This design comes from an exercise in tuning for small area, a short achievable clock period and few clock cycles on the open sky130 flow, not from production work. Function was checked by simulation only, so behaviour that the tests miss may differ from the original. No activity file was given, so power comes from the tool's default toggle rates.

## div
module div (
    input wire clk,
    input wire rst_n,
    input wire [32-1:0] dividend_i,
    input wire [32-1:0] divisor_i,
    input wire                       start_i,
    input wire                       ctrl_ready_i,
    input wire [                3:0] op_i,
    output wire [32-1:0] result_o,
    output reg                        busy_o,
    output reg                        valid_o
);
Size: ~120 flip-flops, ~110 I/O pins, roughly 12,000 um^2 of cells after synthesis.
clock: 8.0 ns
lec_check: 0
abc_area: 1
cap_margin: 20
core_margin: 2
core_utilization: 60
place_density: 0.75
setup_slack_margin: 4.75
slew_margin: 20
standard.sh (not shown) runs the stock make flow with config.mk's settings and CLKGATE_MAP_FILE= SYNTH_SCRIPT=/design/flow/synth_recipe.tcl, a recipe that flattens the netlist after the stock synthesis.
==> flow/flow/run.sh <==
#!/bin/bash
# The standard layout (the standard.sh, standard synthesis included),
# with the port buffers that ORFS inserts before global placement made
# from sky130_fd_sc_hd__buf_1 instead of the library's pick.
set -euo pipefail
export BUFFER_PORTS_ARGS="-buffer_cell sky130_fd_sc_hd__buf_1"
bash standard.sh > standard.log 2>&1
Testbench counts at the start, summed over its fixed seeds: cycles 63,187.
Edit:
ABC_AREA = default   (was 1)
CORE_UTILIZATION = 50   (was 60)
PLACE_DENSITY = 0.65   (was 0.75)
The changed run finished with timing, DRC and antenna clean.
Global-route usage falls by 3.9 points.
Clock skew is about the same.
Critical path depth falls by 6.
Die area rises by 14%.
Setup slack gets worse by 210 ps.
Sequential share of layout area falls by 0.74 points.
Total power rises by 9.0%.
Fmax falls by 6.2%.
Design area rises by 3.7%.
Clock-buffer cell count rises by 8.
Edit:
ABC_AREA = 1   (was default)
SETUP_SLACK_MARGIN = 5   (was 4.75)
Effect: The changed run produced a clean layout. Area after synthesis climbs by 4.8%. Final area increases by 9.5%. Synthesized cell count increases by 40%. Power rises by about 2.4%. Die area went up by about 4.7%.

* * *

Setup of oak:
div, a different RTL version from the one above (not shown whole).
Size: about 2100 cells after synthesis, about 120 flip-flops, ~110 I/O pins, about 14000 um^2 of cells after synthesis.
Settings: LEC_CHECK=0, ABC_AREA=1, CAP_MARGIN=20, CORE_MARGIN=2, CORE_UTILIZATION=40, PLACE_DENSITY=0.65, SETUP_SLACK_MARGIN=5, SLEW_MARGIN=20; clock period 8.0 ns.
run.sh (not shown) runs the stock make flow with config.mk's settings and CLKGATE_MAP_FILE= SYNTH_SCRIPT=/design/flow/synth_recipe.tcl, a recipe that flattens the netlist after the stock synthesis.
Stock flow here: none of the scripts above is used.
oak closes out successfully: all stages finished, all timing, DRC and antenna checks passed.
Testbench counts of oak, summed over its fixed seeds: cycles 63,313.
Here is what was changed in the inputs of pine compared with oak.
--- a/flow/config.mk
+++ b/flow/config.mk
@@ -13 +13 @@
-export SETUP_SLACK_MARGIN = 5
+export SETUP_SLACK_MARGIN = 4.5
[summary]
pine completed end to end with timing, DRC and antenna clean. Of pine and oak, the run reporting the higher clock buffer count in the final layout was pine. Summary of pine over oak: period utilization rose by 0.51 points; detailed-route wire length per cell went down 1.7%; clock latency reported for the late side of the worst-skew pair went down by 0.02 ns. Total number of nets in the final design ends up lower on pine. pine ended with more share of cell area taken by flip-flops and latches than oak. pine vs oak — worst setup slack dropped 0.041 ns. Comparing pine and oak, the lower part of the power in combinational logic was measured on pine. pine vs. oak: share of the core filled with cells in the final layout went down by 5.9 points.
Setup changes, pine to birch
--- a/flow/config.mk
+++ b/flow/config.mk
@@ -11 +11 @@
-export CORE_UTILIZATION = 40
+export CORE_UTILIZATION = 50
@@ -14,0 +15 @@
+export TNS_END_PERCENT = 100
==> run summary <==
pine → birch: post-detailed-route via-to-cell ratio increased about 6%; final worst hold slack saw an increase; top achievable clock speed increased 0.61%; initial detailed-routing violation count went up by 306.
Post-route clock period utilization on birch is down relative to pine.
birch: horizontal extent of the die 10% below pine
Between birch and pine, it is birch whose fraction of area in registers is higher, by 0.42 points.

* * *

Setup of north:
The RTL this note starts from:
==> flow/design.v <==
module div (
    input wire clk,
    input wire rst_n,
    input wire [32-1:0] dividend_i,
    input wire [32-1:0] divisor_i,
    input wire                       start_i,
    input wire                       ctrl_ready_i,
    input wire [                3:0] op_i,
    output wire [32-1:0] result_o,
    output reg                        busy_o,
    output reg                        valid_o
);
    localparam [2:0] S_IDLE = 3'd0, S_PREP = 3'd1, S_ITER = 3'd2, S_FIN = 3'd3, S_FIX = 3'd4;
    reg  [2:0] state;
    reg [31:0] r;       
    reg [31:0] x;       
    reg [31:0] q;       
    reg  [4:0] cnt;
    reg  [4:0] pa, pb;  
    reg        sa, sb;  
    reg        is_rem, is_div;
    reg        eq_r, bz_r;
    function automatic [4:0] msb32(input [31:0] v);
        reg [7:0] nz;
        reg [1:0] p [0:7];
        reg [2:0] g;
        integer i;
        begin
            for (i = 0; i < 8; i = i + 1) begin
                nz[i]   = |v[4*i+:4];
                p[i][1] = v[4*i+3] | v[4*i+2];
                p[i][0] = v[4*i+3] | (~v[4*i+2] & v[4*i+1]);
            end
            g[2] = |nz[7:4];
            g[1] = g[2] ? (nz[7] | nz[6]) : (nz[3] | nz[2]);
            g[0] = g[2] ? (nz[7] | (~nz[6] & nz[5])) : (nz[3] | (~nz[2] & nz[1]));
            msb32 = {g, p[g]};
        end
    endfunction
    wire        sgn_i = op_i[0] | op_i[2];
    wire        sa_i  = sgn_i & dividend_i[31];
    wire        sb_i  = sgn_i & divisor_i[31];
    wire [31:0] a_m   = dividend_i ^ {32{sa_i}};    
    wire [31:0] b_m   = divisor_i ^ {32{sb_i}};     
    wire        cin = ~sb | (sa & (state == S_PREP));
    wire [32:0] sum = {1'b0, r} + {1'b0, x} + {32'd0, cin};
    wire        cout = sum[32];
    wire        prep = (state == S_PREP);
    wire [31:0] inc_in = prep ? r : (is_rem ? (r ^ {32{sa}}) : ~q);
    wire        inc_c  = (prep | is_rem) ? sa : 1'b1;
    wire [31:0] inc_out = inc_in + {31'd0, inc_c};
    wire [5:0] kk = {1'b0, pa} + {5'd0, sa} - {1'b0, pb};
    wire [4:0] k  = kk[4:0];
    reg  [31:0] x_init;
    always @(*) begin
        x_init = x;
        if (k[0]) x_init = {x_init[30:0], {1{~sb}}};
        if (k[1]) x_init = {x_init[29:0], {2{~sb}}};
        if (k[2]) x_init = {x_init[27:0], {4{~sb}}};
        if (k[3]) x_init = {x_init[23:0], {8{~sb}}};
        if (k[4]) x_init = {x_init[15:0], {16{~sb}}};
    end
    wire bz = ~sb & (&x);                           
    wire lt = ~cout;
    wire eq = ~sb & (&sum[31:0]);                   
    assign result_o = q;
    always @(posedge clk) begin
        if (!rst_n) begin
            state   <= S_IDLE;
            busy_o  <= 1'b0;
            valid_o <= 1'b0;
        end else begin
            case (state)
                S_IDLE: begin
                    r      <= a_m;
                    x      <= ~b_m;
                    pa     <= msb32(a_m);
                    pb     <= msb32(b_m | {31'd0, sb_i});
                    sa     <= sa_i;
                    sb     <= sb_i;
                    is_rem <= op_i[2] | op_i[3];
                    is_div <= op_i[0] | op_i[1];
                    if (ctrl_ready_i) begin
                        valid_o <= 1'b0;
                        if (start_i) begin
                            state  <= S_PREP;
                            busy_o <= 1'b1;
                        end
                    end
                end
                S_PREP: begin
                    r    <= inc_out;
                    x    <= x_init;
                    cnt  <= k;
                    q    <= is_rem ? inc_out : {32{bz}};
                    eq_r <= eq;
                    bz_r <= bz;
                    if (bz | lt) begin
                        if (sa & (is_rem | ~sb)) begin
                            state <= S_FIX;
                        end else begin
                            state   <= S_IDLE;
                            busy_o  <= 1'b0;
                            valid_o <= 1'b1;
                        end
                    end else begin
                        state <= S_ITER;
                    end
                end
                S_ITER: begin
                    if (cout) r <= sum[31:0];
                    q   <= {q[30:0], cout};
                    x   <= {1'b1, x[31:1]};
                    cnt <= cnt - 5'd1;
                    if (cnt == 5'd0) begin
                        if (is_rem | (is_div & (sa ^ sb))) begin
                            state <= S_FIN;
                        end else begin
                            state   <= S_IDLE;
                            busy_o  <= 1'b0;
                            valid_o <= 1'b1;
                        end
                    end
                end
                S_FIX: begin
                    if (eq_r) q <= {32{~is_rem}};
                    else      q <= is_rem ? inc_out : {32{bz_r}};
                    state   <= S_IDLE;
                    busy_o  <= 1'b0;
                    valid_o <= 1'b1;
                end
                default: begin   
                    q       <= inc_out;
                    state   <= S_IDLE;
                    busy_o  <= 1'b0;
                    valid_o <= 1'b1;
                end
            endcase
        end
    end
endmodule
clock: 8.0 ns
lec_check: 0
abc_area: 1
cap_margin: 20
core_margin: 2
core_utilization: 55
place_density: 0.7
setup_slack_margin: 4.5
slew_margin: 20
No stage failed in north, and the final checks on the layout all came back clean.
Testbench counts of north, summed over its fixed seeds: cycles 63,313.
Setup changes, north to south
Settings: PLACE_DENSITY now 0.65, was 0.7; CORE_UTILIZATION now 40, was 55; SETUP_SLACK_MARGIN now 4, was 4.5.
In the flow results for south and north, the number of buffer and inverter stages on the critical path is larger on south.
south: final setup slack of the worst path is 0.53 ns lower than what north reported.
Looking at final cell count across south and north, the one that comes out lower is north.
Between south and north, it is south whose number of resized instances in the post-cts repair step is lower, by 108.
On south: routed wire length is about 1.6% lower than what north gave.
The final reports for south and north show headroom to the max-slew limit lower in the former.
Delta (south minus north): detailed-routing wirelength on met1 went up 10%; design area lower.
For north, the source of the critical timing path was dividend_i[31], unlike south, where it was sa.
diff inputs: south => east
Settings: ABC_AREA removed (was 1); SETUP_SLACK_MARGIN removed (was 4).
==> comparison <==
Having completed the whole flow, east delivered a layout that passed the timing, design-rule and antenna checks. Relative to south, the instance count on the critical path of east is lower by 2. east ended up with a higher share of the clock period used by the worst path after layout than south did. [east vs south] vertical extent of the die: lower in east. Relative to south, east improves core box area. Summary of east over south: length of routed met2 wiring went down by about 20%; net count after synthesis has decreased; wire length of the first global-routing pass -12%; clock skew shows an increase of 0.0048 ns; number of instances in the synthesized netlist decreased 470. On number of gates resized after CTS, the lower figure sits with east, not south. east ends up with a half-perimeter wire length after placement that is 18% lower than in south.
### east -> west
Settings: a change of PLACE_DENSITY from 0.65 to 0.7; an added ABC_AREA of 1; a change of CORE_UTILIZATION from 40 to 55; an added SETUP_SLACK_MARGIN of 4.
==> run summary <==
Total power: lower on west. west reports a lower multiplexer share of the synthesized area than east does. west finished all stages; the layout is clean. In the reports for east and west, the smaller count of clock-net buffers in the final layout belongs to east. Clock period minus worst slack: west vs east down 1.46 ns. Between east and west, maximum vdd ir drop is higher for east, west comes in under that. east has a higher transition time of the tightest slew-check pin than west. Higher normalized max-slew margin among east and west: west. Data arrival time of the critical path ends up higher on east.
Inputs modified between west and middle:
Settings: swapping 4 for 4.5 in SETUP_SLACK_MARGIN; swapping 0.7 for 0.65 in PLACE_DENSITY; swapping 55 for 50 in CORE_UTILIZATION.
### Flow results
- In middle relative to west, total power of the final layout had gone up by a few percent.
- west → middle: total placed cells including tap cells shows an increase of 18; largest clock skew in the final design down 0.0076 ns; post-synthesis to final-layout area growth moved up.
- The hold slack in middle sits 0.025 ns above the value recorded for west.
- On worst reg-to-reg setup slack, west loses to middle.
- When middle is measured against west, its sequential share of layout area turns out 1.7 points lower.
- middle vs west — non-clock buffer contribution to total cell area rose 3.0 points.
- Sort middle and west by number of nets in the layout asc -> top: west
- Looking at y dimension of the die, middle sits about 5% above west.
- Startpoint of the worst setup timing path = op_i[2]: middle; startpoint of the worst setup timing path = op_i[0]: west
- The run showing the greater initial cell density of the core is west.

static timing again, ports no longer ideal:
Ports are ideal in the flow. The routed layouts listed here were re-timed in OpenROAD. Step 1 (the two cells are an assumption about what drives the block):
set clk [get_ports {clk}]
set_driving_cell -lib_cell sky130_fd_sc_hd__clkbuf_16 $clk
set_driving_cell -lib_cell sky130_fd_sc_hd__buf_2 [delete_from_list [all_inputs] $clk]
Step 2, shift: input delay + t, output delay - t, t = (earliest + latest rising clock arrival at the registers) / 2. This alone moves slack from input paths to output paths. Three values: ideal, step 1, step 2; two values: the first two.
run	t (ns)	setup WS [ns]	slew at the worst register clock pin (ns)	worst slew at a driven data input, ns	cell pins on the clock port's net
the first run of note 1	0.478	4.807 / 4.810 / 4.363	0.06 / 0.06	0.05	1
the second run of note 1	0.481	4.595 / 4.595 / 4.325	0.06 / 0.06	0.04	1
the third run of note 1	0.480	4.848 / 4.832 / 4.351	0.06 / 0.06	0.08	1
oak	0.510	4.563 / 4.563 / 4.171	0.07 / 0.07	0.06	1
pine	0.484	4.522 / 4.522 / 4.190	0.07 / 0.07	0.04	1
birch	0.493	4.543 / 4.548 / 4.080	0.07 / 0.07	0.04	1
north	0.480	4.570 / 4.596 / 4.116	0.07 / 0.07	0.06	1
south	0.506	4.037 / 4.037 / 3.642	0.07 / 0.07	0.04	1
east	0.485	2.646 / 2.670 / 2.185	0.07 / 0.07	0.05	1
west	0.481	4.109 / 4.131 / 3.649	0.08 / 0.08	0.06	1
middle	0.493	4.543 / 4.548 / 4.080	0.07 / 0.07	0.04	1
After both steps setup and hold are still met in every run listed. For the third run of note 1, which loses most, drivers alone change the setup slack by -0.016 ns; drivers and shift together by -0.497 ns.
